What follows belongs to an exercise in optimizing a design on an open flow for small area and a short achievable clock period; a production flow would make more cautious choices.
Only simulation tests tie the RTL to the original design; equivalence was not proved.
The clock port is modelled as an ideal driver; clocking choices that lean on that would not hold on a real chip.
Power figures rest on the tool's default switching activity, not on a simulated workload.

===== flow/config.mk =====
export PLATFORM = sky130hd
export DESIGN_NAME = PISO_SRAM
export DESIGN_NICKNAME = PISO_SRAM
export VERILOG_FILES = /design/flow/design.v
export SDC_FILE = /design/flow/constraint.sdc
export NUM_CORES = 4
export LEC_CHECK = 0
export CAP_MARGIN = 20
export CORE_MARGIN = 2
export CORE_UTILIZATION = 50
export CTS_CLUSTER_DIAMETER = 100
export CTS_CLUSTER_SIZE = 25
export PLACE_DENSITY = 0.6
export SETUP_SLACK_MARGIN = 2.65
export SLEW_MARGIN = 20

===== flow/constraint.sdc =====
create_clock -name core_clock -period 5.0 [get_ports {clk}]
set_input_delay 1.0000 -clock core_clock [delete_from_list [all_inputs] [get_ports {clk}]]
set_output_delay 1.0000 -clock core_clock [all_outputs]
set_load 0.01 [all_outputs]

===== flow/design.v =====
`timescale 1ns/1ps
module FIFO#(
    parameter width = 32,
    parameter depth = 64,
    parameter ptr_w = 6
)
(
    clk, rstn,
    rd_en, wrt_en,
    data_in,
    read_ready,
    data_out,
    full, empty,
    out_valid
);
input clk, rstn;
input rd_en, wrt_en;
input [width-1 : 0] data_in;
input read_ready;
output [width-1 : 0] data_out;
output full, empty;
output out_valid;
reg full, not_empty;
assign empty = !not_empty;
reg [width-1 : 0] sram_mem [0 : depth-1];
reg [ptr_w-1 : 0] waddr, raddr;
reg pend;                       
reg [width-1 : 0] din_q;        
reg was_empty;                  
wire rd_do, wr_do;
wire [ptr_w-1 : 0] waddr_inc, raddr_inc;
assign waddr_inc = waddr + 1'b1;
assign raddr_inc = raddr + 1'b1;
assign rd_do = rd_en & not_empty & read_ready;
assign wr_do = wrt_en & (!full | rd_do);
assign out_valid = rd_do;
reg [3:0] wsel_hi, wgrp;
reg [15:0] wsel_lo;
wire wr_move = (wr_do & !full) | pend;
wire full_nxt = ((wr_do & !rd_do) && (waddr_inc == raddr)) ? 1'b1 :
                (rd_do & !wr_do) ? 1'b0 : full;
wire pend_nxt = full & wr_do;
wire [3:0] wsel_hi_nxt = (wr_move & wsel_lo[15]) ? {wsel_hi[2:0], wsel_hi[3]} : wsel_hi;
always @(posedge clk or negedge rstn) begin
    if(!rstn) begin
        wsel_hi <= 4'd1;
        wsel_lo <= 16'd1;
        wgrp <= 4'd1;
    end
    else begin
        if(wr_move)
            wsel_lo <= {wsel_lo[14:0], wsel_lo[15]};
        wsel_hi <= wsel_hi_nxt;
        wgrp <= wsel_hi_nxt & {4{!full_nxt | pend_nxt}};
    end
end
wire [width-1 : 0] wdata = full ? din_q : data_in;
integer w;
always @(posedge clk) begin
    for (w = 0; w < depth; w = w + 1)
        if (wgrp[w/16] & wsel_lo[w%16])
            sram_mem[w] <= wdata;
end
always @(posedge clk) begin
    din_q <= data_in;
    was_empty <= !not_empty;
end
always @(posedge clk or negedge rstn) begin
    if(!rstn)
        pend <= 1'b0;
    else
        pend <= pend_nxt;
end
reg [3:0] rsel_hi;
reg [15:0] rsel_lo;
always @(posedge clk or negedge rstn) begin
    if(!rstn) begin
        rsel_hi <= 4'd1;
        rsel_lo <= 16'd1;
    end
    else if(rd_do) begin
        rsel_lo <= {rsel_lo[14:0], rsel_lo[15]};
        if(rsel_lo[15])
            rsel_hi <= {rsel_hi[2:0], rsel_hi[3]};
    end
end
reg [width-1 : 0] grp [0 : 3];
reg [width-1 : 0] grp_d [0 : 3];
integer i, j;
always @(*) begin
    for (i = 0; i < 4; i = i + 1) begin
        grp_d[i] = {width{1'b0}};
        for (j = 0; j < 16; j = j + 1)
            grp_d[i] = grp_d[i] | (sram_mem[16*i+j] & {width{rsel_lo[j]}});
    end
end
always @(posedge clk) begin
    for (i = 0; i < 4; i = i + 1)
        grp[i] <= grp_d[i];
end
reg [width-1 : 0] rdata;
always @(*) begin
    rdata = {width{1'b0}};
    for (i = 0; i < 4; i = i + 1)
        rdata = rdata | (grp[i] & {width{rsel_hi[i]}});
end
assign data_out = was_empty ? din_q : rdata;
always @(posedge clk or negedge rstn) begin
    if(!rstn)
        raddr <= 'b0;
    else if(rd_do)
        raddr <= raddr_inc;
end
always @(posedge clk or negedge rstn) begin
    if(!rstn)
        waddr <= 'b0;
    else if(wr_move)
        waddr <= waddr_inc;
end
always @(posedge clk or negedge rstn) begin
    if(!rstn)
        full <= 'b0;
    else
        full <= full_nxt;
end
always @(posedge clk or negedge rstn) begin
    if(!rstn)
        not_empty <= 'b0;
    else if((rd_do & !wr_do) && (raddr_inc == waddr))
        not_empty <= 'b0;
    else if(wr_do & !rd_do)
        not_empty <= 'b1;
end
endmodule
`timescale 1ns/1ps
module serial_out#(
    parameter width = 32,
    parameter count_w = 5
)
(
    clk, rstn,
    rd_en,
    data_in,
    data_out,
    read_ready,
    data_valid
);
input clk ,rstn;
input [width-1 : 0] data_in;
input rd_en;
output data_out;
output read_ready;
output data_valid;
reg [width-1 : 1] data_hi;
reg data_lo;
reg [count_w-1 : 0] count;
reg data_valid;
assign read_ready = !data_valid;
wire last = (count == 'd31);
wire load = rd_en & read_ready;
wire keep = data_valid & !last;
always @(posedge clk) begin
    data_hi <= load ? data_in[width-1:1] : {data_hi[width-1], data_hi[width-1:2]};
end
always@(posedge clk or negedge rstn) begin
    if(!rstn) begin
        count <= 'b0;
        data_lo <= 'b0;
        data_valid <= 'b0;
    end
    else begin
        data_lo <= load ? data_in[0] : (keep & data_hi[1]);
        if(last) begin
            data_valid <= 'b0;
            count <= 'b0;
        end
        else if(load) begin
            data_valid <= 'b1;
            count <= 'b0;
        end
        else if(data_valid)
            count <= count + 'b1;
    end
end
assign data_out = data_lo;
endmodule
`timescale 1ns/1ps
module PISO_SRAM#(
    parameter width = 32,
    parameter depth = 64,
    parameter ptr_w = 6
)
(
    clk, rstn,
    rd_en, wrt_en,
    data_in,
    data_out,
    full, empty,
    out_valid,
    read_ready
);
input clk, rstn;
input rd_en, wrt_en;
input [width-1 : 0] data_in;
output data_out;
output full, empty;
output out_valid;
output read_ready;
wire [width-1 : 0] trans_data;
wire trans_valid;
FIFO fifo0(
    .clk(clk),
    .rstn(rstn),
    .rd_en(rd_en),
    .wrt_en(wrt_en),
    .data_in(data_in),
    .read_ready(read_ready),
    .data_out(trans_data),
    .full(full),
    .empty(empty),
    .out_valid(trans_valid));
serial_out so1(
    .clk(clk), .rstn(rstn),
    .rd_en(trans_valid),
    .data_in(trans_data),
    .data_out(data_out),
    .read_ready(read_ready),
    .data_valid(out_valid)
);
endmodule

===== flow/flow/run.sh =====
#!/bin/bash
# The standard layout (standard.sh, unchanged synthesis), with two changes:
# the port buffers that buffer_ports inserts are plain buf_4 cells instead of
# the delay cells it picks by default, and after CTS the setup repair is run
# again (flow/post_cts.tcl, through ORFS's POST_CTS_TCL hook). Each tool's
# full output stays in orfs/logs; make's own output goes to standard.log here.
set -euo pipefail
here=$(pwd)
export BUFFER_PORTS_ARGS="-buffer_cell sky130_fd_sc_hd__buf_4"
export POST_CTS_TCL="$here/flow/post_cts.tcl"
bash standard.sh > standard.log 2>&1

===== flow/flow/post_cts.tcl =====
# Sourced by ORFS's cts.tcl (POST_CTS_TCL) after its own setup repair: the
# repair often stops early, so run it again from where it stopped, then
# legalize the placement as cts.tcl does.
log_cmd estimate_parasitics -placement
for {set pass 0} {$pass < 2} {incr pass} {
  repair_timing_helper
  log_cmd estimate_parasitics -placement
}
set result [catch { detailed_placement } msg]
if { $result != 0 } {
  error "Detailed placement failed after the extra repair: $msg"
}
check_placement -verbose
report_worst_slack
report_design_area

===== flow/standard.sh =====
#!/bin/bash
# synth_recipe.tcl (not shown) runs the flow's synth.tcl, then flattens the netlist and writes it again
# the make line also repeats each setting of config.mk as NAME=value (left out here)
make -C /OpenROAD-flow-scripts/flow DESIGN_CONFIG=/design/flow/config.mk WORK_HOME=/design/flow/orfs CLKGATE_MAP_FILE= SYNTH_SCRIPT=/design/flow/synth_recipe.tcl "${@:-finish}"

==> run_results.csv, run 1 <==
group,metric,value,unit
power,seq_power_share,0.644,
yosys,synth_ff_type,"edfxtp_1",
setup_path,setup.worst_path.start_class,"flop",
grt,grt_max_degree,83,
yosys,yosys_warnings,5,
setup_path,crit_path_end_kind,"output port",
place,numPortBuffers,40,
final_layout,drive_gt1_frac,0.107,
setup_path,crit_chain,"buf_6",
yosys,avgSynthCellArea,19.3,um^2
route,vias,44400,
route,wl_met1,99200,um
floorplanning,num_io_pins,41,
yosys,synthArstFlopShare,0.0286,
clock_tree,clkTransAtPathRegs,0.10,ns
power,clockPowerShare,0.275,
final_layout,final_nets,4259,
sta,finalSetupTns,0,ns
sta,setup_violations,0,
grt,grt_usage,0.294,
yosys,synth_cell_type_count,48,
yosys,synthCells,4187,
grt,grt_pass1_wl,335000,um
sta,rsz0062_at_grt,"true",
sta,hold_violations,0,
route,dr.first_iter.drc_count,6396,
route,drt-total-wl,246000,um
place,post-place-cells,6255,
setup_path,cpMaxStageDelayCell,"dfrtp_4",
route,drc_errors,0,
route,dr_wl_met2,112000,um
floorplanning,core,0.161,mm^2
clock_tree,clkLatencyLatePin,0.76,ns
setup_path,cp.arrival,1.38,ns
route,wire_per_inst,38.0,um
sta,final.setup_skew,0.0373,ns
sta,finalCriticalPeriod,2.38,ns
grt,grt_pass1_vias,41700,
place,gp_congestion,0.910,
power,ir_worst_vdd,297,uV
floorplanning,row_count,147,
grt,antenna_found_initial,5,
route,drtAntennaViolNets,1,
sta,relSlewSlack,0.305,
sta,fmax,0.421,GHz
clock_tree,cts_sinks,2306,
run,drv_cap,0,
grt,grt-ovfl-total,0,
place,preCtsSetupSlack,2.15,ns
sta,slew_violations,0,
yosys,synth_seq_area_share,0.829,
floorplanning,dieArea,0.165,mm^2
floorplanning,die_h,406,um
power,power.switching,8.16,mW
setup_path,worstSetupPathType,"flop to output port",
route,dr_wl_met3,25100,um
yosys,synth_edf_count,2049,
sta,period_share,0.475,
power,pwr-share-comb,0.081,
sta,worst_pin_slew,1.04,ns
status,so_faults,"antenna violations",
yosys,ys_ff_latch,2306,
setup_path,path_delay_family,"flip-flops",
floorplanning,start_util,0.503,
setup_path,max_stage_delay,0.51,ns
power,p_per_area,402,mW/mm^2
power,switching_share,0.232,
power,leakagePower,27.4,nW
setup_path,cp_max_fo,2,
final_layout,area_growth,8.25,%
setup_path,path_buf_inv,1,
clock_tree,cts_tree,"yes",
setup_path,worstPathRequired,4.00,ns
route,top_layer_used,"met5",
floorplanning,fp.dieW,406,um
final_layout,fin_cells,6467,
yosys,synth_area,0.0808,mm^2
status,status,"failed layout checks",
route,dr.pass1.iters,6,
power,internal-power,27.0,mW
place,dpl.hpwl,120000,um
route,vias_per_cell,6.87,
min_path,hp-class,"primary input to flop",
sta,fin_ws,2.62,ns
yosys,syn_nets,4227,
placed cells by master (no fill, tap or decap), types with 6 or more instances in the layout:
cell type	synthesis	final
buf_4	1	170
buf_12	0	19
nand2_1	92	92
clkbuf_16	0	103
a21oi_1	66	66
nand4_1	128	128
a221oi_1	512	512
xor2_1	12	12
diode_2	0	6
clkbuf_1	229	81
dfrtp_4	0	16
xnor2_1	8	8
dfrtp_1	61	40
mux2_4	0	27
mux2_2	57	30
edfxtp_1	2049	2049
a22o_1	512	512
a22oi_1	64	64
nor2_1	10	9
nand3_1	7	7
dfxtp_1	191	190
o21ai_0	36	36
and2_2	0	62
final timing paths:
check / depth (start not counted) / to / slack (ns) / from
setup / recovery: 1 / full / 2.62 / fifo0.full$_DFF_PN0_
hold / removal: 1 / fifo0.din_q[20]$_DFF_P_ / 0.35 / data_in[20]
setup reg to reg: 4 / fifo0.grp[2][3]$_DFF_P_ / 2.66 / fifo0.rsel_lo[5]$_DFFE_PN0P_
hold reg to reg: 2 / so1.data_hi[28]$_DFF_P_ / 0.43 / so1.data_hi[29]$_DFF_P_
max in group asynchronous: 1 / fifo0.rsel_lo[11]$_DFFE_PN0P_ / 3.91 / rstn
min in group asynchronous: 1 / fifo0.raddr[2]$_DFFE_PN0P_ / 0.36 / rstn
cell usage after synthesis, types with 3 or more instances:
library cell  instances  share of area
edfxtp_1           2049           0.76
a221oi_1            512          0.055
a22o_1              512          0.055
clkbuf_1            229          0.011
dfxtp_1             191          0.047
nand4_1             128         0.0099
nand2_1              92         0.0043
a21oi_1              66         0.0041
a22oi_1              64         0.0059
and2_1               64         0.0050
dfrtp_1              61          0.019
mux2_2               57         0.0079
o21ai_0              36         0.0022
buf_1                23         0.0011
buf_2                15        0.00093
xor2_1               12         0.0013
nor2_1               10        0.00046
xnor2_1               8        0.00087
nand3_1               7        0.00043
dfstp_2               5         0.0016
ha_1                  4        0.00062
o211a_1               4        0.00050
and3_1                3        0.00023
inv_1                 3        0.00014
nor3_1                3        0.00019
power groups by stage:
stage               clock (mW)  combinational, mW  sequential [mW]
floorplan                    0               1.28             23.1
global placement             0               2.41             23.2
detailed placement           0               2.51             23.2
global route              10.3               3.01             22.7
finish                    9.66               2.86             22.7
state kept, by name, summed over array words and instances, names as in the netlist, 4 cells and up:
| name | cells |
|---|---|
| fifo0.din_q | 32 |
| fifo0.grp | 128 |
| fifo0.raddr | 6 |
| fifo0.rsel_hi | 4 |
| fifo0.rsel_lo | 16 |
| fifo0.sram_mem | 2048 |
| fifo0.waddr | 6 |
| fifo0.wgrp | 4 |
| fifo0.wsel_hi | 4 |
| fifo0.wsel_lo | 16 |
| so1.count | 5 |
| so1.data_hi | 31 |
logic make-up (layout without fill, tap and decap cells):
kind of cell | after synthesis | in the layout | share of synthesized area
AO/OA/AOI/OAI | 1202 | 1202 | 0.124
XOR/XNOR | 20 | 20 | 0.00217
adder cells (fa/ha/maj) | 4 | 4 | 0.000619
buffers and inverters | 276 | 389 | 0.0134
flip-flops | 2306 | 2306 | 0.829
multiplexers | 59 | 59 | 0.00819
other | 0 | 6 | 0
AND/OR/NAND/NOR | 320 | 321 | 0.0220
per-stage QoR:
step	util	cell area, um^2	hold WS [ns]	power (mW)
2_1_floorplan	-	80800	0.401	24.3
3_3_place_gp	0.524	84100	0.407	25.6
3_5_place_dp	0.524	84100	0.414	25.7
5_1_grt	0.545	87500	0.311	36.0
6_report	0.545	87500	0.346	35.2
routing by layer:
layer / vias to the layer above / track usage
li1: 17700 / -
met1: 23800 / 0.434
met2: 2524 / 0.449
met3: 342 / 0.0507
met4: 2 / 0.0937
met5: - / 0
layout make-up:
class | instances | area, um^2
Fill cell | 12400 | 73100
Inverter | 5 | 26.3
Tap cell | 2160 | 2700
Clock inverter | 2 | 28.8
Clock buffer | 184 | 2880
Timing Repair Buffer | 198 | 1820
Sequential cell | 2306 | 67100
Antenna cell | 6 | 15.0
Multi-Input combinational cell | 1606 | 12900
==> run 2: changes to the inputs <==
--- a/flow/design.v
+++ b/flow/design.v
@@ -25,7 +25,6 @@
 reg [width-1 : 0] sram_mem [0 : depth-1];
 reg [ptr_w-1 : 0] waddr, raddr;
-reg pend;                       
-reg [width-1 : 0] din_q;        
-reg was_empty;                  
+reg [width-1 : 0] din_q, din_qq;    
+reg was_empty, was_empty2;          
 wire rd_do, wr_do;
 wire [ptr_w-1 : 0] waddr_inc, raddr_inc;
@@ -35,40 +34,34 @@
 assign wr_do = wrt_en & (!full | rd_do);
 assign out_valid = rd_do;
-reg [3:0] wsel_hi, wgrp;
-reg [15:0] wsel_lo;
-wire wr_move = (wr_do & !full) | pend;
-wire full_nxt = ((wr_do & !rd_do) && (waddr_inc == raddr)) ? 1'b1 :
-                (rd_do & !wr_do) ? 1'b0 : full;
-wire pend_nxt = full & wr_do;
-wire [3:0] wsel_hi_nxt = (wr_move & wsel_lo[15]) ? {wsel_hi[2:0], wsel_hi[3]} : wsel_hi;
+always @(posedge clk) begin
+    din_q <= data_in;
+    din_qq <= din_q;
+    was_empty <= !not_empty;
+    was_empty2 <= was_empty;
+end
+reg [3:0] wsel_hi, wcom_grp;
+reg [15:0] wsel_lo, wcom_lo;
 always @(posedge clk or negedge rstn) begin
     if(!rstn) begin
         wsel_hi <= 4'd1;
         wsel_lo <= 16'd1;
-        wgrp <= 4'd1;
+        wcom_grp <= 4'd0;
     end
     else begin
-        if(wr_move)
+        if(wr_do) begin
             wsel_lo <= {wsel_lo[14:0], wsel_lo[15]};
-        wsel_hi <= wsel_hi_nxt;
-        wgrp <= wsel_hi_nxt & {4{!full_nxt | pend_nxt}};
-    end
-end
-wire [width-1 : 0] wdata = full ? din_q : data_in;
+            if(wsel_lo[15])
+                wsel_hi <= {wsel_hi[2:0], wsel_hi[3]};
+        end
+        wcom_grp <= wsel_hi & {4{wr_do}};
+    end
+end
+always @(posedge clk)
+    wcom_lo <= wsel_lo;
 integer w;
 always @(posedge clk) begin
     for (w = 0; w < depth; w = w + 1)
-        if (wgrp[w/16] & wsel_lo[w%16])
-            sram_mem[w] <= wdata;
-end
-always @(posedge clk) begin
-    din_q <= data_in;
-    was_empty <= !not_empty;
-end
-always @(posedge clk or negedge rstn) begin
-    if(!rstn)
-        pend <= 1'b0;
-    else
-        pend <= pend_nxt;
+        if (wcom_grp[w/16] & wcom_lo[w%16])
+            sram_mem[w] <= din_q;
 end
 reg [3:0] rsel_hi;
@@ -105,5 +98,5 @@
         rdata = rdata | (grp[i] & {width{rsel_hi[i]}});
 end
-assign data_out = was_empty ? din_q : rdata;
+assign data_out = was_empty ? din_q : was_empty2 ? din_qq : rdata;
 always @(posedge clk or negedge rstn) begin
     if(!rstn)
@@ -115,5 +108,5 @@
     if(!rstn)
         waddr <= 'b0;
-    else if(wr_move)
+    else if(wr_do)
         waddr <= waddr_inc;
 end
@@ -121,6 +114,8 @@
     if(!rstn)
         full <= 'b0;
-    else
-        full <= full_nxt;
+    else if((wr_do & !rd_do) && (waddr_inc == raddr))
+        full <= 'b1;
+    else if(rd_do & !wr_do)
+        full <= 'b0;
 end
 always @(posedge clk or negedge rstn) begin
==> run_results.csv, run 2 <==
group,metric,value,unit
yosys,synth-compound-area-share,0.124,
yosys,synth_seq_area_share,0.833,
yosys,synth-xor-area-share,0.00225,
final_layout,final_common_cell,"edfxtp_1",
clock_tree,cts_sinks,2354,
final_layout,n_fill_cell,12600,
sta,slew_violations,0,
final_layout,area_growth,8.17,%
setup_path,path_buf_inv,2,
place,post_dp_cell_area,0.0851,mm^2
yosys,yosysTopAreaCellShare,0.754,
yosys,yosys_warnings,5,
setup_path,max_stage_delay,0.44,ns
setup_path,r2r_slack,2.72,ns
route,vias_per_cell,6.81,
min_path,hp-class,"primary input to asynchronous set/reset pin",
sta,finalCriticalPeriod,2.37,ns
sta,worst_pin_slew,0.944,ns
yosys,synth_area,0.0816,mm^2
clock_tree,clkTransAtPathRegs,0.10,ns
floorplanning,fp.dieW,408,um
grt,busiest_layer,"met2",
setup_path,path_delay_family,"flip-flops",
route,drc_errors,0,
route,dr.pass1.iters,6,
sta,setup_violations,0,
yosys,synthCells,4240,
power,ir_worst_vdd,390,uV
grt,grt_pass1_wl,335000,um
setup_path,worstPathRequired,4.00,ns
final_layout,layout_common_cells,"2049 x edfxtp_1, 512 x a22o_1, 512 x a221oi_1",
clock_tree,cts_tree,"yes",
route,drtAntennaViolNets,0,
setup_path,cpMaxStageDelayCell,"dfrtp_2",
grt,grtUsageMet3,0.0425,
floorplanning,core,0.162,mm^2
floorplanning,num_io_pins,41,
grt,grt_usage,0.285,
setup_path,crit_chain,"inv_2 -> buf_6",
sta,hold_violations,0,
yosys,synth_top_family_by_area,"compound AO/OA/AOI/OAI gates",
yosys,synth_top_cells_by_area,"edfxtp_1 75%, dfxtp_1 5.9%, a221oi_1 5.5%, a22o_1 5.5%, dfrtp_1 1.9%",
setup_path,cp_max_fo,4,
yosys,yosysTopAreaCell,"edfxtp_1",
run,drv_cap,0,
yosys,syn_nets,4280,
yosys,ys_ff_latch,2354,
yosys,synth_mux_area_frac,0.00343,
power,p_per_area,372,mW/mm^2
yosys,synth_cell_type_count,47,
yosys,synth-simple-area-share,0.0235,
route,drt-total-wl,242000,um
setup_path,cp.arrival,1.37,ns
sta,final.setup_skew,0.0322,ns
setup_path,setup.worst_path.start_class,"flop",
route,wire_per_inst,37.0,um
route,dr.first_iter.drc_count,6995,
setup_path,critPathCapture,"read_ready",
floorplanning,start_util,0.503,
status,status,"timing/DRC/antenna clean",
sta,fmax,0.422,GHz
floorplanning,die_h,408,um
place,dpl.hpwl,115000,um
yosys,ys_top_cells_by_count,"2049 x edfxtp_1, 512 x a221oi_1, 512 x a22o_1",
yosys,synthArstFlopShare,0.0276,
final_layout,largest_register_ffs,2048,
final_layout,max_flop_register,"fifo0.sram_mem",
grt,grt_use_met1,0.422,
setup_path,crit_path_end_kind,"output port",
yosys,yosysMostFrequentCell,"edfxtp_1",
grt,antenna_found_initial,16,
final_layout,final_nets,4309,
sta,finalSetupTns,0,ns
yosys,synth_ff_type,"edfxtp_1",
grt,grt-ovfl-total,0,
sta,period_share,0.474,
power,leakagePower,27.8,nW
place,gp_congestion,0.869,
yosys,synth_edf_count,2049,
setup_path,r2r-end,"fifo0.grp[1][16]$_DFF_P_",
final_layout,reg_top3,"fifo0.sram_mem (2048), fifo0.grp (128)",
final_layout,drive_gt1_frac,0.105,
setup_path,worstReg2RegStart,"fifo0.rsel_lo[8]$_DFFE_PN0P_",
place,numPortBuffers,40,
setup_path,crit_cells,2,
clock_tree,clkLatencyLatePin,0.77,ns
sta,rsz0062_at_grt,"true",
grt,grt_pass1_vias,42600,
yosys,yosys.area_share.adder,0.000613,
setup_path,rr_worst_depth,3,
floorplanning,dieArea,0.167,mm^2
route,vias,44500,
yosys,avgSynthCellArea,19.3,um^2
sta,relSlewSlack,0.371,
final_layout,fin_area,0.0883,mm^2
grt,grt_max_degree,87,
floorplanning,row_count,148,
grt,grt.met2_usage,0.446,
setup_path,worstSetupPathType,"flop to output port",
setup_path,startpoint,"so1.data_valid$_DFFE_PN0P_",
run 2: cell types whose count changed in the layout (fill, tap and decap cells not counted), moves of 28 or more:
cell,delta
dfxtp_2,+32
nand2_1,-30
nand3_1,+32
nor2_1,+28
o211ai_1,+31
o21ai_0,-30
run 2: cell families (layout without fill, tap and decap cells):
| kind of cell | count (synthesis) | in the layout |
|---|---|---|
| flops | 2354 | 2354 |
| compound gates | 1203 | 1204 |
| simple gates | 351 | 351 |
| buf+inv | 282 | 396 |
| mux | 25 | 25 |
| xor+xnor | 21 | 21 |
| fa+ha+maj | 4 | 4 |
| other cells | 0 | 3 |
run 2: worst reg2reg max path, cell delays in order, from the launching register on:
cell and delay (ns):
dfrtp_4 0.77, buf_12 0.37, a221oi_1 0.41, nand4_1 0.45
run 2: layout make-up:
class | count | area, um^2 | share of cell area
inverter | 9 | 36.3 | 0.000411
timing repair buffer | 195 | 1740 | 0.0197
clock buffer | 189 | 3010 | 0.0340
tap | 2175 | 2720 | 0.0308
multi-input combinational | 1605 | 12700 | 0.144
sequential | 2354 | 68100 | 0.771
clock inverter | 3 | 55.1 | 0.000623
antenna | 3 | 7.51 | 0.0000850
run 2: worst min-delay path by stage:
stage,endpoint,slack (ns),cells past startpoint
after floorplan,fifo0.was_empty2$_DFF_P_,0.33,0
after global placement,fifo0.wcom_lo[1]$_DFF_P_,0.37,0
after detailed placement,fifo0.wcom_lo[14]$_DFF_P_,0.37,0
after global routing,fifo0.din_q[13]$_DFF_P_,0.28,1
final,fifo0.full$_DFFE_PN0P_,0.32,1
run 2: report_power, final:
group          total, mW  switching [mW]  internal (mW)
combinational      0.907           0.589          0.318
sequential          21.9           0.263           21.6
clock               10.0            5.92           4.12
run 2: per-layer routing:
metal  share of wire  up-vias
met3           0.098      360
met1            0.40    23700
met4           0.030        6
li1                -    17900
met2            0.47     2489
met5         0.00016        -
run 2: stage by stage:
| stage | hold WS (ns) | total power [mW] | setup slack (ns) | util | std cells |
|---|---|---|---|---|---|
| 2_1_floorplan | 0.329 | 22.8 | 3.00 | - | 4240 |
| 5_1_grt | 0.285 | 33.7 | 2.57 | 0.544 | 6530 |
| 6_report | 0.317 | 32.8 | 2.63 | 0.544 | 6533 |
| 3_5_place_dp | 0.374 | 23.2 | 2.02 | 0.524 | 6327 |
| 3_3_place_gp | 0.374 | 23.1 | 2.05 | 0.524 | 6327 |
==> run 3: changes to the inputs <==
--- a/flow/config.mk
+++ b/flow/config.mk
@@ -8,8 +8,8 @@
 export CAP_MARGIN = 20
 export CORE_MARGIN = 2
-export CORE_UTILIZATION = 50
+export CORE_UTILIZATION = 65
 export CTS_CLUSTER_DIAMETER = 100
 export CTS_CLUSTER_SIZE = 25
-export PLACE_DENSITY = 0.6
+export PLACE_DENSITY = 0.75
 export SETUP_SLACK_MARGIN = 2.65
 export SLEW_MARGIN = 20
==> run_results.csv, run 3 <==
group,metric,value,unit
setup_path,crit_path_end_kind,"output port",
setup_path,setup.worst_path.start_class,"flop",
yosys,synth_ff_type,"edfxtp_1",
power,finalPower,32.8,mW
route,wl_met1,78300,um
run,drv_cap,0,
setup_path,cp_common_cell,"buf_6",
power,clockPowerShare,0.304,
final_layout,max_flop_register,"fifo0.sram_mem",
setup_path,cp_max_fo,5,
place,dpl.hpwl,105000,um
yosys,yosys_warnings,5,
floorplanning,row_count,130,
yosys,ys_top_cells_by_count,"2049 x edfxtp_1, 512 x a221oi_1, 512 x a22o_1",
final_layout,final_nets,4305,
yosys,yosysTopAreaCell,"edfxtp_1",
sta,finalCriticalPeriod,2.43,ns
setup_path,cp.arrival,1.43,ns
yosys,synth_area,0.0816,mm^2
sta,relSlewSlack,0.261,
route,wire_per_inst,38.0,um
final_layout,final_common_cell,"edfxtp_1",
sta,final.setup_skew,0.0354,ns
grt,grt_usage,0.356,
yosys,syn_nets,4280,
yosys,yosysMostFrequentCell,"edfxtp_1",
setup_path,startpoint,"so1.data_valid$_DFFE_PN0P_",
floorplanning,num_io_pins,41,
power,leakagePower,27.8,nW
place,gp_congestion,0.912,
route,vias_per_cell,7.51,
grt,grt_pass1_wl,317000,um
power,p_per_area,374,mW/mm^2
sta,worst_pin_slew,1.11,ns
power,seq_power_share,0.667,
clock_tree,clkLatencyLatePin,0.74,ns
sta,hold_violations,0,
final_layout,largest_register_ffs,2048,
final_layout,diodes,0,
route,dr.pass1.iters,6,
clock_tree,cts_sinks,2354,
sta,holdWs,0.356,ns
grt,grt_pass1_vias,43400,
route,dr_wl_met2,105000,um
floorplanning,start_util,0.653,
sta,finalSetupTns,0,ns
final_layout,layout_common_cells,"2049 x edfxtp_1, 512 x a22o_1, 512 x a221oi_1",
yosys,synth_seq_area_share,0.833,
yosys,synth_edf_count,2049,
yosys,synth_cell_type_count,47,
power,pwr-share-comb,0.029,
sta,rsz0062_at_grt,"true",
power,power.switching,6.62,mW
yosys,synthCells,4240,
yosys,ys_ff_latch,2354,
route,top_layer_used,"met5",
final_layout,area_growth,7.44,%
setup_path,worstReg2RegStart,"fifo0.rsel_lo[9]$_DFFE_PN0P_",
route,dr.first_iter.drc_count,8102,
power,ir_worst_vdd,308,uV
yosys,avgSynthCellArea,19.3,um^2
grt,grt-ovfl-total,0,
yosys,yosysTopAreaCellShare,0.754,
grt,antenna_found_initial,5,
grt,grt_max_degree,106,
setup_path,crit_chain,"buf_6 -> buf_6",
sta,period_share,0.485,
status,status,"timing/DRC/antenna clean",
clock_tree,clkTransAtPathRegs,0.10,ns
route,vias,45100,
setup_path,cpMaxStageDelayCell,"dfrtp_2",
setup_path,worstPathRequired,4.00,ns
power,internal-power,26.1,mW
route,drt-total-wl,228000,um
final_layout,reg_top3,"fifo0.sram_mem (2048), fifo0.grp (128)",
final_layout,drive_gt1_frac,0.104,
yosys,synthArstFlopShare,0.0276,
sta,setup_violations,0,
clock_tree,cts_tree,"yes",
setup_path,worstSetupPathType,"flop to output port",
yosys,synth_top_cells_by_area,"edfxtp_1 75%, dfxtp_1 5.9%, a221oi_1 5.5%, a22o_1 5.5%, dfrtp_1 1.9%",
place,numPortBuffers,40,
route,dr_wl_met3,34500,um
sta,fmax,0.412,GHz
route,drtAntennaViolNets,0,
min_path,hp-class,"primary input to asynchronous set/reset pin",
sta,slew_violations,0,
floorplanning,dieArea,0.128,mm^2
power,switching_share,0.202,
route,drc_errors,0,
floorplanning,fp.dieW,358,um
floorplanning,die_h,358,um
floorplanning,core,0.125,mm^2
setup_path,max_stage_delay,0.46,ns
## run 3: worst max-delay path: cells and delay by family, from the launching register on
kind / cells / cell delay (ns)
flip-flops: 1 / 0.46
buffers and inverters: 2 / 0.24
## run 3: cells by family after synthesis
family | after synthesis | share of synthesized area
flip-flops | 2354 | 0.833
AO/OA/AOI/OAI | 1203 | 0.124
AND/OR/NAND/NOR | 351 | 0.0235
buffers and inverters | 282 | 0.0133
multiplexers | 25 | 0.00343
XOR/XNOR | 21 | 0.00225
adder cells (fa/ha/maj) | 4 | 0.000613
## run 3: metrics by stage
stage | instance area, um^2 | worst slack, ns | std cells | utilization
final | 87700 | 2.57 | 6007 | 0.701
after global routing | 87700 | 2.54 | 6007 | 0.701
after detailed placement | 84300 | 1.69 | 5787 | 0.674
after global placement | 84300 | 1.72 | 5787 | 0.674
after floorplan | 81600 | 3.00 | 4240 | -
## run 3: final cells by class
cell class                 count  area [um^2]
sequential                  2354        68100
multi-input combinational   1605        12700
tap                         1650         2060
timing repair buffer         191         1730
fill                        7388        37400
inverter                       9         38.8
clock buffer                 196         3080
clock inverter                 2         46.3
## run 3: metal layers
| layer | global-route usage | vias to the layer above |
|---|---|---|
| li1 | - | 17900 |
| met1 | 0.505 | 22800 |
| met2 | 0.544 | 3793 |
| met3 | 0.0831 | 572 |
| met4 | 0.146 | 2 |
| met5 | 0 | - |
## run 3: final timing paths
path	to	slack [ns]	cells past startpoint
hold reg to reg	fifo0.wcom_lo[12]$_DFF_P_	0.40	0
min in group core_clock	fifo0.din_q[23]$_DFF_P_	0.36	1
setup reg to reg	fifo0.grp[2][25]$_DFF_P_	2.67	4
max in group asynchronous	fifo0.rsel_lo[12]$_DFFE_PN0P_	3.95	1
setup / recovery	out_valid	2.57	2
hold / removal	so1.count[2]$_DFFE_PN0P_	0.36	1
## run 3: power by group through the flow
stage | combinational, mW | clock, mW | sequential (mW)
finish | 0.959 | 9.95 | 21.9
global route | 1.03 | 10.6 | 21.9
detailed placement | 0.873 | 0 | 22.3
global placement | 0.832 | 0 | 22.3
floorplan | 0.457 | 0 | 22.3
==> run 4: changes to the inputs <==
--- a/flow/design.v
+++ b/flow/design.v
@@ -65,29 +65,29 @@
             sram_mem[w] <= din_q;
 end
-reg [3:0] rsel_hi;
-reg [15:0] rsel_lo;
+reg [1:0] rsel_hi;
+reg [31:0] rsel_lo;
 always @(posedge clk or negedge rstn) begin
     if(!rstn) begin
-        rsel_hi <= 4'd1;
-        rsel_lo <= 16'd1;
+        rsel_hi <= 2'd1;
+        rsel_lo <= 32'd1;
     end
     else if(rd_do) begin
-        rsel_lo <= {rsel_lo[14:0], rsel_lo[15]};
-        if(rsel_lo[15])
-            rsel_hi <= {rsel_hi[2:0], rsel_hi[3]};
-    end
-end
-reg [width-1 : 0] grp [0 : 3];
-reg [width-1 : 0] grp_d [0 : 3];
+        rsel_lo <= {rsel_lo[30:0], rsel_lo[31]};
+        if(rsel_lo[31])
+            rsel_hi <= {rsel_hi[0], rsel_hi[1]};
+    end
+end
+reg [width-1 : 0] grp [0 : 1];
+reg [width-1 : 0] grp_d [0 : 1];
 integer i, j;
 always @(*) begin
-    for (i = 0; i < 4; i = i + 1) begin
+    for (i = 0; i < 2; i = i + 1) begin
         grp_d[i] = {width{1'b0}};
-        for (j = 0; j < 16; j = j + 1)
-            grp_d[i] = grp_d[i] | (sram_mem[16*i+j] & {width{rsel_lo[j]}});
-    end
-end
-always @(posedge clk) begin
-    for (i = 0; i < 4; i = i + 1)
+        for (j = 0; j < 32; j = j + 1)
+            grp_d[i] = grp_d[i] | (sram_mem[32*i+j] & {width{rsel_lo[j]}});
+    end
+end
+always @(posedge clk) begin
+    for (i = 0; i < 2; i = i + 1)
         grp[i] <= grp_d[i];
 end
@@ -95,5 +95,5 @@
 always @(*) begin
     rdata = {width{1'b0}};
-    for (i = 0; i < 4; i = i + 1)
+    for (i = 0; i < 2; i = i + 1)
         rdata = rdata | (grp[i] & {width{rsel_hi[i]}});
 end
--- a/flow/config.mk
+++ b/flow/config.mk
@@ -8,8 +8,8 @@
 export CAP_MARGIN = 20
 export CORE_MARGIN = 2
-export CORE_UTILIZATION = 65
+export CORE_UTILIZATION = 50
 export CTS_CLUSTER_DIAMETER = 100
 export CTS_CLUSTER_SIZE = 25
-export PLACE_DENSITY = 0.75
+export PLACE_DENSITY = 0.6
 export SETUP_SLACK_MARGIN = 2.65
 export SLEW_MARGIN = 20
==> run_results.csv, run 4 <==
group,metric,value,unit
yosys,synth_ff_type,"edfxtp_1",
final_layout,drive_gt1_frac,0.102,
grt,antenna_found_initial,8,
sta,slew_violations,0,
yosys,synth_top_cells_by_area,"edfxtp_1 76%, a22oi_1 9.5%, dfxtp_1 4.3%, dfrtp_1 2.3%, nand4_1 2.0%",
power,clockPowerShare,0.312,
yosys,ys_ff_latch,2304,
yosys,synth_edf_count,2049,
clock_tree,clkTransAtPathRegs,0.11,ns
route,drt-total-wl,275000,um
yosys,yosysMostFrequentCell,"edfxtp_1",
power,power.switching,6.60,mW
route,dr.first_iter.drc_count,8821,
floorplanning,dieArea,0.165,mm^2
route,dr.pass1.iters,7,
floorplanning,die_h,407,um
yosys,yosysTopAreaCellShare,0.759,
setup_path,cp.arrival,3.03,ns
power,pwr-share-comb,0.021,
grt,grt-ovfl-total,0,
route,drc_errors,0,
route,vias,47300,
setup_path,r2r_slack,2.59,ns
sta,holdWs,0.212,ns
sta,fmax,0.416,GHz
setup_path,worstPathRequired,5.63,ns
setup_path,crit_path_end_kind,"flop",
sta,final.setup_skew,0.0279,ns
sta,finalCriticalPeriod,2.41,ns
setup_path,cp_max_fo,34,
yosys,ys_top_cells_by_count,"2049 x edfxtp_1, 1025 x a22oi_1, 256 x nand4_1",
yosys,yosys_warnings,5,
floorplanning,start_util,0.504,
power,seq_power_share,0.667,
floorplanning,num_io_pins,41,
route,vias_per_cell,7.04,
final_layout,n_fill_cell,12500,
grt,grt.met2_usage,0.492,
final_layout,largest_register_ffs,2048,
yosys,synth_cell_type_count,49,
place,gp_congestion,0.788,
sta,rsz0062_at_grt,"true",
floorplanning,core,0.161,mm^2
yosys,synth_seq_area_share,0.827,
grt,grt_pass1_wl,362000,um
min_path,hp-class,"primary input to asynchronous set/reset pin",
power,internal-power,25.4,mW
final_layout,final_common_cell,"edfxtp_1",
clock_tree,cts_tree,"yes",
place,dpl.hpwl,127000,um
grt,grtUsageMet3,0.0679,
place,numPortBuffers,40,
final_layout,reg_top3,"fifo0.sram_mem (2048), fifo0.grp (64)",
sta,relSlewSlack,0.346,
yosys,synthCells,4430,
status,status,"timing/DRC/antenna clean",
floorplanning,row_count,147,
final_layout,max_flop_register,"fifo0.sram_mem",
final_layout,area_growth,8.20,%
yosys,synth_area,0.0810,mm^2
yosys,yosysTopAreaCell,"edfxtp_1",
floorplanning,fp.dieW,407,um
setup_path,worstSetupPathType,"flop to flop",
setup_path,setup.worst_path.start_class,"flop",
power,ir_worst_vdd,334,uV
clock_tree,cts_sinks,2304,
final_layout,layout_common_cells,"2049 x edfxtp_1, 1025 x a22oi_1, 256 x nand4_1",
grt,grt_max_degree,94,
yosys,syn_nets,4470,
sta,worst_pin_slew,0.981,ns
sta,finalSetupTns,0,ns
yosys,synthArstFlopShare,0.0343,
grt,grt_pass1_vias,43400,
grt,grt_usage,0.322,
final_layout,final_nets,4505,
route,wire_per_inst,40.9,um
run,drv_cap,0,
yosys,avgSynthCellArea,18.3,um^2
power,leakagePower,27.3,nW
sta,setup_violations,0,
route,drtAntennaViolNets,0,
grt,busiest_layer,"met2",
clock_tree,clkLatencyLatePin,0.77,ns
power,p_per_area,365,mW/mm^2
sta,hold_violations,0,
sta,period_share,0.481,
power,switching_share,0.206,
grt,grt_use_met1,0.466,
==> run 4: changes by cell type after synthesis, moves of 39 or more <==
cell / previous run / this run
a22oi_1: 64 / 1025
a22o_1: 512 / 0
a221oi_1: 512 / 31
clkbuf_1: 240 / 99
nand2_1: 62 / 191
nand4_1: 130 / 256
buf_2: 10 / 80
dfxtp_1: 240 / 176
or4_1: 0 / 64
buf_6: 1 / 40
==> run 4: cell families after synthesis <==
group	synth area share
xor+xnor	0.00205
mux	0.00108
fa+ha+maj	0.000618
flops	0.827
simple gates	0.0467
buf+inv	0.0183
compound gates	0.104
==> run 4: routing by layer <==
layer  share of wire  vias to the layer above  wire length (um)
li1                -                    18300                 -
met1            0.37                    24700            102000
met2            0.45                     3718            123000
met3            0.14                      592             38000
met4           0.041                       12             11300
met5         0.00032                        -                87
==> run 4: layout make-up <==
cell class | count | area, um^2 | share of cell area
inverter | 6 | 22.5 | 0.000257
antenna | 5 | 12.5 | 0.000143
tap | 2160 | 2700 | 0.0308
timing repair buffer | 203 | 2030 | 0.0232
clock buffer | 183 | 2890 | 0.0329
multi-input combinational | 1847 | 12600 | 0.144
sequential | 2304 | 67200 | 0.767
clock inverter | 11 | 166 | 0.00190
==> run 4: worst max-delay path: stages (launching register included) <==
cell     delay, ns
dfrtp_4       0.79
buf_6         0.41
a22oi_1       0.26
nand4_1       0.13
or4_1         0.64
==> run 4: power by group through the flow <==
stage	clock [mW]	combinational (mW)	sequential, mW
after floorplan	0	0.377	21.7
after global placement	0	0.617	21.8
after detailed placement	0	0.643	21.8
after global routing	10.6	0.743	21.4
final	9.98	0.662	21.3
==> run 4: worst paths after layout <==
check	start	to	depth (start not counted)
worst max-delay path	fifo0.rsel_lo[19]$_DFFE_PN0P_	fifo0.grp[0][30]$_DFF_P_	4
worst min-delay path	rstn	fifo0.wsel_lo[12]$_DFFE_PN0P_	1
worst max register to register	fifo0.rsel_lo[19]$_DFFE_PN0P_	fifo0.grp[0][30]$_DFF_P_	4
worst min register to register	fifo0.wsel_lo[2]$_DFFE_PN0P_	fifo0.wcom_lo[2]$_DFF_P_	0
max in group asynchronous	rstn	fifo0.rsel_lo[2]$_DFFE_PN0P_	2
min in group core_clock	data_in[30]	fifo0.din_q[30]$_DFF_P_	1
==> run 4: metrics by stage <==
stage                      util  setup WS (ns)  cell area [um^2]  instances  power, mW
after global placement    0.521           2.45             83800       6485       22.4
after global routing      0.545           2.56             87700       6714       32.7
after floorplan               -           3.14             81000       4430       22.1
final                     0.545           2.59             87700       6719       32.0
after detailed placement  0.521           2.45             83800       6486       22.4
==> run 5: changes to the inputs <==
--- a/flow/design.v
+++ b/flow/design.v
@@ -12,5 +12,6 @@
     data_out,
     full, empty,
-    out_valid
+    out_valid,
+    empty_o
 );
 input clk, rstn;
@@ -21,4 +22,5 @@
 output full, empty;
 output out_valid;
+output empty_o;    
 reg full, not_empty;
 assign empty = !not_empty;
@@ -65,29 +67,29 @@
             sram_mem[w] <= din_q;
 end
-reg [1:0] rsel_hi;
-reg [31:0] rsel_lo;
+reg [3:0] rsel_hi;
+reg [15:0] rsel_lo;
 always @(posedge clk or negedge rstn) begin
     if(!rstn) begin
-        rsel_hi <= 2'd1;
-        rsel_lo <= 32'd1;
+        rsel_hi <= 4'd1;
+        rsel_lo <= 16'd1;
     end
     else if(rd_do) begin
-        rsel_lo <= {rsel_lo[30:0], rsel_lo[31]};
-        if(rsel_lo[31])
-            rsel_hi <= {rsel_hi[0], rsel_hi[1]};
-    end
-end
-reg [width-1 : 0] grp [0 : 1];
-reg [width-1 : 0] grp_d [0 : 1];
+        rsel_lo <= {rsel_lo[14:0], rsel_lo[15]};
+        if(rsel_lo[15])
+            rsel_hi <= {rsel_hi[2:0], rsel_hi[3]};
+    end
+end
+reg [width-1 : 0] grp [0 : 3];
+reg [width-1 : 0] grp_d [0 : 3];
 integer i, j;
 always @(*) begin
-    for (i = 0; i < 2; i = i + 1) begin
+    for (i = 0; i < 4; i = i + 1) begin
         grp_d[i] = {width{1'b0}};
-        for (j = 0; j < 32; j = j + 1)
-            grp_d[i] = grp_d[i] | (sram_mem[32*i+j] & {width{rsel_lo[j]}});
-    end
-end
-always @(posedge clk) begin
-    for (i = 0; i < 2; i = i + 1)
+        for (j = 0; j < 16; j = j + 1)
+            grp_d[i] = grp_d[i] | (sram_mem[16*i+j] & {width{rsel_lo[j]}});
+    end
+end
+always @(posedge clk) begin
+    for (i = 0; i < 4; i = i + 1)
         grp[i] <= grp_d[i];
 end
@@ -95,5 +97,5 @@
 always @(*) begin
     rdata = {width{1'b0}};
-    for (i = 0; i < 2; i = i + 1)
+    for (i = 0; i < 4; i = i + 1)
         rdata = rdata | (grp[i] & {width{rsel_hi[i]}});
 end
@@ -118,4 +120,12 @@
     else if(rd_do & !wr_do)
         full <= 'b0;
+end
+reg not_empty_o;
+assign empty_o = !not_empty_o;
+always @(posedge clk or negedge rstn) begin
+    if(!rstn)
+        not_empty_o <= 'b0;
+    else
+        not_empty_o <= (not_empty_o | (wr_do & !rd_do)) & !((rd_do & !wr_do) && (raddr_inc == waddr));
 end
 always @(posedge clk or negedge rstn) begin
@@ -139,5 +149,7 @@
     data_out,
     read_ready,
-    data_valid
+    data_valid,
+    read_ready_o,
+    data_valid_o
 );
 input clk ,rstn;
@@ -147,4 +159,6 @@
 output read_ready;
 output data_valid;
+output read_ready_o;
+output data_valid_o;
 reg [width-1 : 1] data_hi;
 reg data_lo;
@@ -152,4 +166,7 @@
 reg data_valid;
 assign read_ready = !data_valid;
+reg valid_o, busy_o;
+assign data_valid_o = valid_o;
+assign read_ready_o = !busy_o;
 wire last = (count == 'd31);
 wire load = rd_en & read_ready;
@@ -163,7 +180,11 @@
         data_lo <= 'b0;
         data_valid <= 'b0;
+        valid_o <= 'b0;
+        busy_o <= 'b0;
     end
     else begin
         data_lo <= load ? data_in[0] : (keep & data_hi[1]);
+        valid_o <= load | (valid_o & !last);
+        busy_o <= (load | busy_o) & !last;
         if(last) begin
             data_valid <= 'b0;
@@ -204,4 +225,5 @@
 wire [width-1 : 0] trans_data;
 wire trans_valid;
+wire ready_int, empty_int, valid_int;
 FIFO fifo0(
     .clk(clk),
@@ -210,9 +232,10 @@
     .wrt_en(wrt_en),
     .data_in(data_in),
-    .read_ready(read_ready),
+    .read_ready(ready_int),
     .data_out(trans_data),
     .full(full),
-    .empty(empty),
-    .out_valid(trans_valid));
+    .empty(empty_int),
+    .out_valid(trans_valid),
+    .empty_o(empty));
 serial_out so1(
     .clk(clk), .rstn(rstn),
@@ -220,6 +243,8 @@
     .data_in(trans_data),
     .data_out(data_out),
-    .read_ready(read_ready),
-    .data_valid(out_valid)
+    .read_ready(ready_int),
+    .data_valid(valid_int),
+    .read_ready_o(read_ready),
+    .data_valid_o(out_valid)
 );
 endmodule
==> run_results.csv, run 5 <==
group,metric,value,unit
yosys,synth_cell_type_count,46,
grt,grt_usage,0.285,
route,drc_errors,0,
floorplanning,fp.dieW,408,um
final_layout,final_core_util,0.543,
yosys,yosysTopAreaCell,"edfxtp_1",
final_layout,fin_area,0.0883,mm^2
yosys,avgSynthCellArea,19.1,um^2
yosys,synth_seq_area_share,0.832,
place,dpl.hpwl,112000,um
setup_path,setup.worst_path.start_class,"flop",
yosys,syn_nets,4324,
final_layout,final_common_cell,"edfxtp_1",
floorplanning,start_util,0.503,
final_layout,n_fill_cell,12700,
floorplanning,num_io_pins,41,
sta,worst_pin_slew,1.13,ns
place,gp_congestion,0.850,
final_layout,reg_top3,"fifo0.sram_mem (2048), fifo0.grp (128)",
final_layout,drive_gt1_frac,0.0991,
place,post_dp_cell_area,0.0851,mm^2
sta,slew_violations,0,
floorplanning,core,0.163,mm^2
sta,final.setup_skew,0.0341,ns
power,p_per_area,369,mW/mm^2
route,vias_per_cell,6.78,
route,dr.pass1.iters,8,
yosys,ys_top_cells_by_count,"2049 x edfxtp_1, 512 x a221oi_1, 512 x a22o_1",
yosys,synthArstFlopShare,0.0289,
min_path,hold_path_depth,1,
min_path,hold_path_end,"fifo0.din_q[20]$_DFF_P_",
grt,grt_max_degree,83,
yosys,synth_ff_type,"edfxtp_1",
power,leakagePower,27.8,nW
sta,rsz0062_at_grt,"true",
setup_path,path_delay_family,"flip-flops",
setup_path,r2r-end,"fifo0.grp[1][26]$_DFF_P_",
sta,relSlewSlack,0.244,
power,finalPower,32.5,mW
grt,grt-ovfl-total,0,
floorplanning,die_h,408,um
final_layout,regArea,0.0681,mm^2
setup_path,cpMaxStageDelayCell,"dfrtp_1",
power,ir_worst_vdd,285,uV
clock_tree,clkLatencyLatePin,0.77,ns
yosys,synth_top_cells_by_area,"edfxtp_1 75%, dfxtp_1 5.9%, a221oi_1 5.5%, a22o_1 5.5%, dfrtp_1 2.0%",
setup_path,cp_max_fo,2,
final_layout,final_nets,4344,
status,status,"timing/DRC/antenna clean",
sta,finalSetupTns,0,ns
setup_path,crit_chain,"inv_2 -> buf_6",
sta,fmax,0.425,GHz
yosys,ys_ff_latch,2357,
setup_path,path_buf_inv,2,
sta,setup_violations,0,
setup_path,r2r_slack,2.69,ns
setup_path,crit_path_end_kind,"output port",
yosys,synthCells,4284,
sta,finalCriticalPeriod,2.35,ns
sta,period_share,0.471,
setup_path,worstSetupPathType,"flop to output port",
route,drt-total-wl,243000,um
final_layout,area_growth,8.01,%
yosys,yosys_warnings,5,
grt,grt_pass1_wl,334000,um
setup_path,max_stage_delay,0.40,ns
final_layout,max_flop_register,"fifo0.sram_mem",
min_path,hp-class,"primary input to flop",
floorplanning,dieArea,0.167,mm^2
route,wire_per_inst,36.9,um
final_layout,largest_register_ffs,2048,
setup_path,cp.arrival,1.35,ns
grt,antenna_found_initial,9,
clock_tree,clkTransAtPathRegs,0.10,ns
yosys,synth_edf_count,2049,
route,drtAntennaViolNets,0,
grt,grt_pass1_vias,42400,
final_layout,layout_common_cells,"2049 x edfxtp_1, 512 x a22o_1, 512 x a221oi_1",
yosys,yosysTopAreaCellShare,0.753,
min_path,worstHoldStart,"data_in[20]",
yosys,yosysMostFrequentCell,"edfxtp_1",
run,drv_cap,0,
floorplanning,row_count,148,
setup_path,worstReg2RegStart,"fifo0.rsel_lo[5]$_DFFE_PN0P_",
sta,hold_violations,0,
route,dr.first_iter.drc_count,6711,
setup_path,worstPathRequired,4.00,ns
route,vias,44500,
clock_tree,cts_sinks,2357,
setup_path,rr_worst_depth,4,
clock_tree,cts_tree,"yes",
yosys,synth_area,0.0817,mm^2
place,numPortBuffers,40,
final_layout,multi_input_area,0.0127,mm^2
## run 5: cell families (layout without fill, tap and decap cells)
logic type      after synthesis  after routing  share of synthesized area
xor+xnor                     21             21                    0.00225
flops                      2357           2357                      0.832
simple gates                400            402                     0.0258
other cells                   0              5                          0
fa+ha+maj                     4              4                   0.000612
compound gates             1205           1205                      0.124
buf+inv                     288            392                     0.0135
mux                           9              9                    0.00122
## run 5: worst max path at each step
stage,cells past startpoint,slack [ns],startpoint,to
floorplan,4,2.98,rd_en,fifo0.not_empty$_DFFE_PN0P_
global placement,5,2.04,rd_en,fifo0.wsel_hi[3]$_DFFE_PN0P_
detailed placement,8,2.02,rd_en,fifo0.waddr[4]$_DFFE_PN0P_
global route,2,2.61,fifo0.not_empty_o$_DFF_PN0_,empty
finish,2,2.65,fifo0.not_empty_o$_DFF_PN0_,empty
## run 5: metrics by stage
| step | hold WS, ns | instances | setup WS (ns) |
|---|---|---|---|
| after floorplan | 0.329 | 4284 | 2.98 |
| after global placement | 0.379 | 6363 | 2.04 |
| after detailed placement | 0.375 | 6363 | 2.02 |
| after global routing | 0.310 | 6565 | 2.61 |
| final | 0.327 | 6570 | 2.65 |
## run 5: cell type report
type	instances	area share
clock inverter	6	0.000680
timing repair buffer	189	0.0190
tap	2175	0.0308
sequential	2357	0.772
antenna	5	0.000142
multi-input combinational	1641	0.144
clock buffer	186	0.0332
inverter	11	0.000468
## run 5: per-layer routing
metal | global-route usage | wire length [um] | share of wire | vias to the layer above
met2 | 0.463 | 116000 | 0.48 | 2553
met1 | 0.410 | 95800 | 0.39 | 23600
li1 | - | - | - | 18000
met3 | 0.0348 | 23800 | 0.098 | 323
met5 | 0 | 17 | 0.000070 | -
met4 | 0.0770 | 6740 | 0.028 | 2
## run 5: power breakdown
part,internal [mW],total [mW],switching [mW]
Combinational,0.290,0.936,0.646
Clock,4.03,9.91,5.88
Sequential,21.6,21.7,0.147
Total,25.9,32.5,6.67
==> run 6: changes to the inputs <==
--- a/flow/config.mk
+++ b/flow/config.mk
@@ -12,4 +12,4 @@
 export CTS_CLUSTER_SIZE = 25
 export PLACE_DENSITY = 0.6
-export SETUP_SLACK_MARGIN = 2.65
+export SETUP_SLACK_MARGIN = 2.75
 export SLEW_MARGIN = 20
==> run_results.csv, run 6 <==
group,metric,value,unit
status,status,"timing/DRC/antenna clean",
route,dr_wl_met2,117000,um
yosys,yosysMostFrequentCell,"edfxtp_1",
yosys,synthArstFlopShare,0.0289,
sta,finalSetupTns,0,ns
sta,relSlewSlack,0.244,
floorplanning,row_count,148,
floorplanning,fp.dieW,408,um
grt,grt-ovfl-total,0,
floorplanning,num_io_pins,41,
final_layout,area_growth,8.11,%
min_path,hold_path_depth,1,
final_layout,multi_input_area,0.0127,mm^2
setup_path,worstSetupPathType,"flop to output port",
sta,hold_violations,0,
final_layout,n_fill_cell,12700,
grt,antenna_found_initial,9,
floorplanning,start_util,0.503,
yosys,yosysTopAreaCellShare,0.753,
sta,finalCriticalPeriod,2.37,ns
yosys,syn_nets,4324,
route,dr.first_iter.drc_count,6923,
yosys,synth_edf_count,2049,
yosys,avgSynthCellArea,19.1,um^2
place,gp_congestion,0.850,
final_layout,max_flop_register,"fifo0.sram_mem",
clock_tree,cts_tree,"yes",
sta,fmax,0.422,GHz
route,drtAntennaViolNets,0,
sta,period_share,0.474,
final_layout,largest_register_ffs,2048,
sta,rsz0062_at_grt,"true",
sta,worst_pin_slew,1.13,ns
place,post-place-cells,6363,
setup_path,setup.worst_path.start_class,"flop",
floorplanning,core,0.163,mm^2
clock_tree,cts_sinks,2357,
min_path,hp-class,"primary input to flop",
setup_path,cp.arrival,1.37,ns
route,wl_met1,96400,um
run,drv_cap,0,
sta,slew_violations,0,
floorplanning,dieArea,0.167,mm^2
setup_path,crit_path_end_kind,"output port",
power,ir_worst_vdd,286,uV
route,drc_errors,0,
setup_path,crit_chain,"inv_2 -> buf_6",
power,p_per_area,369,mW/mm^2
setup_path,rr_worst_depth,4,
clock_tree,clkTransAtPathRegs,0.10,ns
clock_tree,clkLatencyLatePin,0.77,ns
min_path,hold_path_end,"fifo0.din_q[29]$_DFF_P_",
route,dr_wl_met3,23500,um
yosys,synth_cell_type_count,46,
route,wire_per_inst,37.2,um
yosys,yosysTopAreaCell,"edfxtp_1",
final_layout,layout_common_cells,"2049 x edfxtp_1, 512 x a22o_1, 512 x a221oi_1",
grt,grt_pass1_vias,42500,
setup_path,cp_max_fo,2,
place,numPortBuffers,40,
place,post_dp_cell_area,0.0851,mm^2
final_layout,drive_gt1_frac,0.0997,
setup_path,r2r_slack,2.77,ns
route,vias_per_cell,6.80,
yosys,synth_seq_area_share,0.832,
yosys,yosys_warnings,5,
route,drt-total-wl,244000,um
setup_path,worstPathRequired,4.00,ns
setup_path,max_stage_delay,0.40,ns
final_layout,regArea,0.0681,mm^2
final_layout,fin_cells,6572,
final_layout,reg_top3,"fifo0.sram_mem (2048), fifo0.grp (128)",
grt,grt_pass1_wl,337000,um
route,vias,44700,
final_layout,final_nets,4347,
yosys,ys_top_cells_by_count,"2049 x edfxtp_1, 512 x a221oi_1, 512 x a22o_1",
floorplanning,die_h,408,um
place,dpl.hpwl,112000,um
final_layout,final_common_cell,"edfxtp_1",
route,top_layer_used,"met5",
yosys,synthCells,4284,
grt,grt_max_degree,83,
power,leakagePower,27.8,nW
min_path,worstHoldStart,"data_in[29]",
setup_path,cpMaxStageDelayCell,"dfrtp_1",
yosys,ys_ff_latch,2357,
setup_path,r2r-end,"fifo0.grp[0][11]$_DFF_P_",
sta,final.setup_skew,0.0362,ns
sta,setup_violations,0,
yosys,synth_area,0.0817,mm^2
final_layout,fin_area,0.0884,mm^2
yosys,synth_top_cells_by_area,"edfxtp_1 75%, dfxtp_1 5.9%, a221oi_1 5.5%, a22o_1 5.5%, dfrtp_1 2.0%",
grt,grt_usage,0.288,
route,dr.pass1.iters,5,
setup_path,worstReg2RegStart,"fifo0.rsel_lo[14]$_DFFE_PN0P_",
yosys,synth_ff_type,"edfxtp_1",
run 6: worst max-delay path by stage:
stage	startpoint	endpoint	slack, ns	depth (start not counted)
6_report	fifo0.not_empty_o$_DFF_PN0_	empty	2.63	2
3_5_place_dp	rd_en	fifo0.waddr[4]$_DFFE_PN0P_	2.02	8
5_1_grt	fifo0.not_empty_o$_DFF_PN0_	empty	2.61	2
3_3_place_gp	rd_en	fifo0.wsel_hi[3]$_DFFE_PN0P_	2.04	5
2_1_floorplan	rd_en	fifo0.not_empty$_DFFE_PN0P_	2.98	4
run 6: layout make-up:
type,count,area share
Antenna cell,4,0.000113
Clock buffer,186,0.0332
Clock inverter,6,0.000680
Inverter,11,0.000467
Multi-Input combinational cell,1641,0.144
Sequential cell,2357,0.771
Tap cell,2175,0.0308
Timing Repair Buffer,192,0.0199
run 6: cell families after synthesis:
group / share of synthesized area
DFF: 0.832
xor gates and xnor gates: 0.00225
AOI/OAI and AO/OA: 0.124
muxes: 0.00122
buffers and inverters: 0.0135
adders and majority gates: 0.000612
and+or+nand+nor: 0.0258
run 6: critical path, delay by kind of cell (launching register included):
| family | cells | cell delay (ns) |
|---|---|---|
| buffers and inverters | 2 | 0.21 |
| flip-flops | 1 | 0.40 |
run 6: per-layer routing:
layer | track usage | vias up
met5 | 0 | -
met4 | 0.0812 | 2
met3 | 0.0361 | 329
met2 | 0.467 | 2541
met1 | 0.415 | 23800
li1 | - | 18000
run 6: report_power, final:
part / leakage (nW) / switching, mW / internal, mW
clock network: 1.42 / 5.89 / 4.03
logic: 5.20 / 0.644 / 0.296
registers: 21.2 / 0.147 / 21.6
total: 27.8 / 6.69 / 25.9
run 6: stage by stage:
stage,setup WS (ns),util,hold WS [ns],power (mW)
final,2.63,0.543,0.328,32.6
after global routing,2.61,0.543,0.310,33.4
after detailed placement,2.02,0.523,0.375,23.0
after global placement,2.04,0.523,0.379,23.0
after floorplan,2.98,-,0.329,22.6
==> run 7: changes to the inputs <==
--- a/flow/config.mk
+++ b/flow/config.mk
@@ -11,5 +11,5 @@
 export CTS_CLUSTER_DIAMETER = 100
 export CTS_CLUSTER_SIZE = 25
-export PLACE_DENSITY = 0.6
+export PLACE_DENSITY = 0.7
 export SETUP_SLACK_MARGIN = 2.75
 export SLEW_MARGIN = 20
==> run_results.csv, run 7 <==
group,metric,value,unit
setup_path,crit_chain,"inv_2 -> buf_6",
final_layout,multi_input_area,0.0127,mm^2
final_layout,fin_cells,6564,
route,dr.pass1.iters,5,
grt,grt_pass1_vias,42500,
yosys,yosysTopAreaCellShare,0.753,
yosys,synth_top_cells_by_area,"edfxtp_1 75%, dfxtp_1 5.9%, a221oi_1 5.5%, a22o_1 5.5%, dfrtp_1 2.0%",
sta,final.setup_skew,0.0342,ns
yosys,synth_ff_type,"edfxtp_1",
setup_path,setup.worst_path.start_class,"flop",
final_layout,area_growth,8.09,%
clock_tree,clkLatencyLatePin,0.77,ns
floorplanning,start_util,0.503,
final_layout,largest_register_ffs,2048,
sta,finalSetupTns,0,ns
setup_path,worstSetupPathType,"flop to output port",
yosys,synth_area,0.0817,mm^2
grt,grt_pass1_wl,320000,um
sta,period_share,0.471,
final_layout,final_core_util,0.543,
grt,grt_max_degree,88,
setup_path,cp.arrival,1.36,ns
final_layout,layout_common_cells,"2049 x edfxtp_1, 512 x a22o_1, 512 x a221oi_1",
sta,holdWs,0.325,ns
grt,grt_usage,0.270,
final_layout,regArea,0.0681,mm^2
floorplanning,row_count,148,
route,vias_per_cell,6.88,
floorplanning,core,0.163,mm^2
power,p_per_area,367,mW/mm^2
route,drt-total-wl,233000,um
grt,antenna_found_initial,6,
final_layout,final_common_cell,"edfxtp_1",
place,dpl.hpwl,107000,um
setup_path,worstPathRequired,4.00,ns
yosys,synthCells,4284,
floorplanning,fp.dieW,408,um
setup_path,path_buf_inv,2,
yosys,yosysMostFrequentCell,"edfxtp_1",
yosys,ys_ff_latch,2357,
sta,relSlewSlack,0.223,
yosys,synthArstFlopShare,0.0289,
setup_path,crit_path_end_kind,"output port",
final_layout,max_flop_register,"fifo0.sram_mem",
sta,finalCriticalPeriod,2.36,ns
power,leakagePower,27.8,nW
clock_tree,cts_sinks,2357,
min_path,hp-class,"primary input to flop",
floorplanning,die_h,408,um
yosys,yosys_warnings,5,
setup_path,r2r_slack,2.76,ns
sta,slew_violations,0,
place,preCtsSetupSlack,1.91,ns
yosys,synth_cell_type_count,46,
place,post-place-cells,6355,
sta,rsz0062_at_grt,"true",
sta,fin_ws,2.64,ns
route,drc_errors,0,
yosys,synth_edf_count,2049,
clock_tree,clkTransAtPathRegs,0.10,ns
final_layout,reg_top3,"fifo0.sram_mem (2048), fifo0.grp (128)",
power,ir_worst_vdd,280,uV
sta,worst_pin_slew,1.17,ns
final_layout,drive_gt1_frac,0.0985,
grt,grt-ovfl-total,0,
floorplanning,num_io_pins,41,
power,finalPower,32.5,mW
setup_path,path_delay_family,"flip-flops",
route,wire_per_inst,35.5,um
setup_path,max_stage_delay,0.40,ns
yosys,yosysTopAreaCell,"edfxtp_1",
place,gp_congestion,0.872,
sta,fmax,0.424,GHz
sta,hold_violations,0,
status,status,"timing/DRC/antenna clean",
route,drtAntennaViolNets,0,
sta,setup_violations,0,
yosys,synth_seq_area_share,0.832,
run,drv_cap,0,
setup_path,cpMaxStageDelayCell,"dfrtp_1",
setup_path,cp_max_fo,2,
clock_tree,cts_tree,"yes",
final_layout,final_nets,4342,
route,dr.first_iter.drc_count,7667,
yosys,ys_top_cells_by_count,"2049 x edfxtp_1, 512 x a221oi_1, 512 x a22o_1",
yosys,syn_nets,4324,
final_layout,n_fill_cell,12300,
place,numPortBuffers,40,
floorplanning,dieArea,0.167,mm^2
yosys,avgSynthCellArea,19.1,um^2
route,vias,45100,
final_layout,fin_area,0.0884,mm^2
place,post_dp_cell_area,0.0851,mm^2
## run 7: cell counts after synthesis
No cell type changed its count.
## run 7: cell families (layout without fill, tap and decap cells)
group,count (synthesis),in the layout,share of synthesized area
muxes,9,9,0.00122
DFF,2357,2357,0.832
buffers and inverters,288,389,0.0135
other,0,2,0
xor gates and xnor gates,21,21,0.00225
adders and majority gates,4,4,0.000612
and+or+nand+nor,400,402,0.0258
AOI/OAI and AO/OA,1205,1205,0.124
## run 7: final cells by class
class / count / share of cell area
Tap cell: 2175 / 0.0308
Inverter: 11 / 0.000467
Clock buffer: 185 / 0.0331
Clock inverter: 6 / 0.000623
Multi-Input combinational cell: 1641 / 0.144
Antenna cell: 2 / 0.0000566
Timing Repair Buffer: 187 / 0.0199
Sequential cell: 2357 / 0.771
## run 7: per-layer routing
layer / track usage / wire length [um] / up-vias
li1: - / - / 18000
met2: 0.425 / 108000 / 3329
met5: 0 / 61 / -
met4: 0.112 / 10800 / 4
met1: 0.378 / 85800 / 23400
met3: 0.0446 / 28900 / 448
## run 7: worst paths after layout
check	from	end	depth (start not counted)
min in group asynchronous	rstn	so1.count[2]$_DFFE_PN0P_	1
worst max-delay path	fifo0.not_empty_o$_DFF_PN0_	empty	2
worst min register to register	fifo0.wsel_lo[2]$_DFFE_PN0P_	fifo0.wcom_lo[2]$_DFF_P_	0
worst min-delay path	data_in[16]	fifo0.din_q[16]$_DFF_P_	1
max in group asynchronous	rstn	fifo0.rsel_lo[10]$_DFFE_PN0P_	1
worst max register to register	fifo0.rsel_hi[1]$_DFFE_PN0P_	so1.data_hi[26]$_DFF_P_	5
## run 7: where the power goes
group          total [mW]  internal, mW  leakage, nW  switching (mW)
Sequential           21.7          21.6         21.2           0.164
Combinational       0.934         0.297         5.18           0.637
Clock                9.81          4.02         1.42            5.79
Total                32.5          25.9         27.8            6.59

## afterwards: timing with drivers on the ports
The results above use ideal ports. As a check the final layouts listed here were re-extracted and re-timed, cells and wires unchanged.
Step 1 (the two cells are an assumption about what drives the block):
set clk [get_ports {clk}]
set_driving_cell -lib_cell sky130_fd_sc_hd__clkbuf_16 $clk
set_driving_cell -lib_cell sky130_fd_sc_hd__buf_2 [delete_from_list [all_inputs] $clk]
Step 2, shift: input delay + t, output delay - t, t = (earliest + latest rising clock arrival at the registers) / 2. This alone moves slack from input paths to output paths.
Slacks: no drivers / after step 1 / after step 2; pairs: no drivers / after step 1.
run	t, ns	slack for setup (ns)	worst register clock-pin slew, ns
run 1	0.821	2.624 / 2.545 / 2.388	0.11 / 0.11
run 2	0.851	2.632 / 2.543 / 2.279	0.11 / 0.11
run 3	0.801	2.574 / 2.493 / 2.096	0.10 / 0.10
run 4	0.841	2.594 / 2.554 / 2.418	0.11 / 0.11
run 5	0.843	2.646 / 2.554 / 2.356	0.11 / 0.11
run 6	0.841	2.632 / 2.542 / 2.360	0.11 / 0.11
run 7	0.843	2.644 / 2.557 / 2.297	0.11 / 0.11
The setup slack of run 3, which loses most, moves by -0.081 ns with the drivers and by -0.478 ns with both steps.
